Background: an optimization exercise with open tools, aiming at small area and a short achievable clock period. Do not read the settings as production practice. Function was checked by simulation only, so behaviour that the tests miss may differ from the original. No activity file was given, so power comes from the tool's default toggle rates.

## DSP
module DSP(A,B,C,D,CLK,CARRYIN,OPMODE,BCIN,RSTA,RSTB,RSTM,RSTP,RSTC,RSTD,RSTCARRYIN,RSTOPMODE,
          CEA,CEB,CEM,CEP,CEC,CED,CECARRYIN,CEOPMODE,PCIN,BCOUT,PCOUT,P,M,CARRYOUT,CARRYOUTF);
export LEC_CHECK = 0
export CAP_MARGIN = 0
export CORE_MARGIN = 2
export CORE_UTILIZATION = 55
export SETUP_SLACK_MARGIN = 4.1
export SLEW_MARGIN = 0
export SYNTH_HIERARCHICAL = 1
export SYNTH_MINIMUM_KEEP_SIZE = 0
create_clock -name core_clock -period 8.0 [get_ports {CLK}]
standard.sh (not shown) runs the stock make flow with config.mk's settings and CLKGATE_MAP_FILE= SYNTH_SCRIPT=/design/flow/synth_recipe.tcl, a recipe that flattens the netlist after the stock synthesis.
==> flow/flow/run.sh <==
#!/bin/bash
# Standard layout with two changes: the port buffers are plain buf_1 cells
# instead of the default delay buffers, and ABC maps for a lighter load, so
# that it picks the smaller cell sizes and leaves sizing to the resizer.
export BUFFER_PORTS_ARGS="-buffer_cell sky130_fd_sc_hd__buf_1"
bash standard.sh ABC_LOAD_IN_FF=0.2 finish > standard.log 2>&1
Next try:
--- a/flow/flow/run.sh
+++ b/flow/flow/run.sh
@@ -6 +6 @@
-bash standard.sh ABC_LOAD_IN_FF=0.2 finish > standard.log 2>&1
+bash standard.sh ABC_LOAD_IN_FF=1 finish > standard.log 2>&1
--- a/flow/config.mk
+++ b/flow/config.mk
@@ -8 +8 @@
-export CAP_MARGIN = 0
+export CAP_MARGIN = 20
@@ -12 +12 @@
-export SLEW_MARGIN = 0
+export SLEW_MARGIN = 20
=> Sequential power is about the same; global-route usage rose by 0.43 points; count of clock-buffer cells in the layout rose by 3; wire length fell by 0.45%; via count fell by 1.1%; clock power hardly moves.
Next try:
--- a/flow/flow/run.sh
+++ b/flow/flow/run.sh
@@ -6 +6 @@
-bash standard.sh ABC_LOAD_IN_FF=1 finish > standard.log 2>&1
+bash standard.sh ABC_LOAD_IN_FF=0.2 finish > standard.log 2>&1
=> Register-to-register slack gets better by 0.08 ns; via count grows slightly; area after synthesis barely changes; total power is lower slightly; maximum frequency increases slightly; worst setup slack improved by 0.057 ns; clock power came out higher by a few percent; wire length is about the same; global-route usage went down by 0.57 points; hold slack gains 0.017 ns.
Next try:
--- a/flow/flow/run.sh
+++ b/flow/flow/run.sh
@@ -6 +6 @@
-bash standard.sh ABC_LOAD_IN_FF=0.2 finish > standard.log 2>&1
+bash standard.sh ABC_LOAD_IN_FF=1 finish > standard.log 2>&1
--- a/flow/config.mk
+++ b/flow/config.mk
@@ -10,0 +11 @@
+export GPL_ROUTABILITY_DRIVEN = 0
Outcome: Total power hardly moves; wire length falls by 0.70%; utilization falls by 0.65 points; via count stays flat; final area falls by 0.77%; clock skew rises by 0.0097 ns; clock-buffer cell count rises by 4.
Next try:
--- a/flow/config.mk
+++ b/flow/config.mk
@@ -11,2 +11 @@
-export GPL_ROUTABILITY_DRIVEN = 0
-export SETUP_SLACK_MARGIN = 4.1
+export SETUP_SLACK_MARGIN = 4.3
=>
- The changed run completed with no timing, DRC or antenna violations
- routed wire length rises by 11%
- final area climbs by about 11%
- combinational power rose by 25%
- die area does not change
- non-clock buffer count grows by 131
- first-iteration DRC count goes up by about 3.6%
- count of clock-buffer cells in the layout fell by 3
- via count climbs by about 6%
Next try:
--- a/flow/config.mk
+++ b/flow/config.mk
@@ -11 +11,3 @@
-export SETUP_SLACK_MARGIN = 4.3
+export CTS_CLUSTER_DIAMETER = 80
+export CTS_CLUSTER_SIZE = 30
+export SETUP_SLACK_MARGIN = 4.1
Die area does not change; setup slack is better by 0.10 ns; hold slack is better by 0.0053 ns; synthesized area does not change.


DSP, a different RTL version from the one above (not shown whole).
Size: ~2900 cells after synthesis, ~350 I/O pins, roughly 24000 um^2 of cells after synthesis.
// DSP
module DSP(A,B,C,D,CLK,CARRYIN,OPMODE,BCIN,RSTA,RSTB,RSTM,RSTP,RSTC,RSTD,RSTCARRYIN,RSTOPMODE,
          CEA,CEB,CEM,CEP,CEC,CED,CECARRYIN,CEOPMODE,PCIN,BCOUT,PCOUT,P,M,CARRYOUT,CARRYOUTF);
    input CLK,CARRYIN,RSTA,RSTB,RSTM,RSTP,RSTC,RSTD,RSTCARRYIN,RSTOPMODE;
    input CEA,CEB,CEM,CEP,CEC,CED,CECARRYIN,CEOPMODE;
    input [7:0] OPMODE;
    input [17:0] A,B,D,BCIN;
    input [47:0] C,PCIN;
    output CARRYOUT,CARRYOUTF;
    output [17:0] BCOUT;
    output [35:0] M;
    output [47:0] P,PCOUT;
    reg [17:0] D_r, A_r, B_r;
    reg [47:0] C_r, P_r;
    reg [7:0]  OP_r;
    reg        CYI_r, CYO_r;
    reg        A_z, C_z, M_z;    
    reg [34:0] MS_r;    
    reg [26:0] MC_r;    
    wire [17:0] Dx = D_r ^ {18{OP_r[6]}};
    wire pa_gn0_0;
    wire pa_gn0_1;
    wire pa_tn0_1;
    wire pa_p_1;
    wire pa_gn0_2;
    wire pa_tn0_2;
    wire pa_p_2;
    wire pa_gn0_3;
    wire pa_tn0_3;
    wire pa_p_3;
    wire pa_gn0_4;
    wire pa_tn0_4;
    wire pa_p_4;
    wire pa_gn0_5;
    wire pa_tn0_5;
    wire pa_p_5;
    wire pa_gn0_6;
    wire pa_tn0_6;
  ...
clock: 8.0 ns
lec_check: 0
cap_margin: 20
core_margin: 2
core_utilization: 55
setup_slack_margin: 4.0
slew_margin: 20
synth_hierarchical: 1
synth_minimum_keep_size: 0
==> flow/flow/run.sh <==
#!/bin/bash
# Standard layout with two changes: the port buffers are plain buf_1 cells
# instead of the default delay buffers, and ABC maps for a lighter load, so
# that it picks the smaller cell sizes and leaves sizing to the resizer.
export BUFFER_PORTS_ARGS="-buffer_cell sky130_fd_sc_hd__buf_1"
bash standard.sh ABC_LOAD_IN_FF=1 finish > standard.log 2>&1
==> next run, changes <==
CORE_UTILIZATION = 60   (was 55)
PLACE_DENSITY = 0.68   (was default)
Die area falls by 8.2%.
Design area falls by 0.59%.
Routed wire length rises by 1.1%.
Synthesized cell count does not change.
Sequential power hardly moves.
Count of clock-buffer cells in the layout falls by 3.
Cell count falls by 0.57%.
Non-clock buffer count rises by 4.
==> next run, changes <==
CORE_UTILIZATION = 55   (was 60)
PLACE_DENSITY = default   (was 0.68)
SETUP_SLACK_MARGIN = 3.8   (was 4.0)
Cell count hardly moves.
Setup slack is worse by 0.17 ns.
Utilization came out lower by 6.8 points.
Wire length went down by about 2%.
Die area goes up by 8.9%.
Register-to-register slack got worse by 0.08 ns.
Sequential share of layout area goes up by 0.27 points.
Non-clock buffer count is lower by 19.
Via count drops by 3.4%.
Clock power rose by about 6%.
Combinational power came out lower by about 5%.

## re-timing with driven ports
The flow's constraints put no driver on any port. The routed layouts listed below were extracted and timed again, unchanged, in two steps.
Step 1 sets driving cells, clkbuf_16 on the clock port and buf_2 on the other inputs (assumed; they add their load-dependent delay and slew).
Step 2 times the ports against the registers' clock, not the clock port: input delays grow and output delays shrink by t, the midpoint of the rising clock arrivals with the driver on.
Three values: ideal, step 1, step 2; two values: the first two.
run | t (ns) | setup WS [ns] | worst setup path after step 2
the first run of note 1 | 0.625 | 4.021 / 3.966 / 3.673 | input to register
the second run of note 1 | 0.623 | 4.096 / 4.043 / 3.761 | input to register
the third run of note 1 | 0.628 | 4.153 / 4.096 / 3.674 | input to register
the fourth run of note 1 | 0.613 | 4.092 / 4.034 / 3.672 | input to register
the fifth run of note 1 | 0.647 | 3.925 / 3.925 / 3.829 | input to register
the sixth run of note 1 | 0.613 | 4.027 / 3.968 / 3.765 | input to register
the first run of note 2 | 0.635 | 4.067 / 4.011 / 3.563 | input to register
the second run of note 2 | 0.633 | 3.988 / 3.932 / 3.570 | input to register
the third run of note 2 | 0.633 | 3.818 / 3.762 / 3.409 | input to register
After both steps every run listed still meets setup and hold. The setup slack of the first run of note 2, which loses most, moves by -0.056 ns with the drivers and by -0.504 ns with both steps.
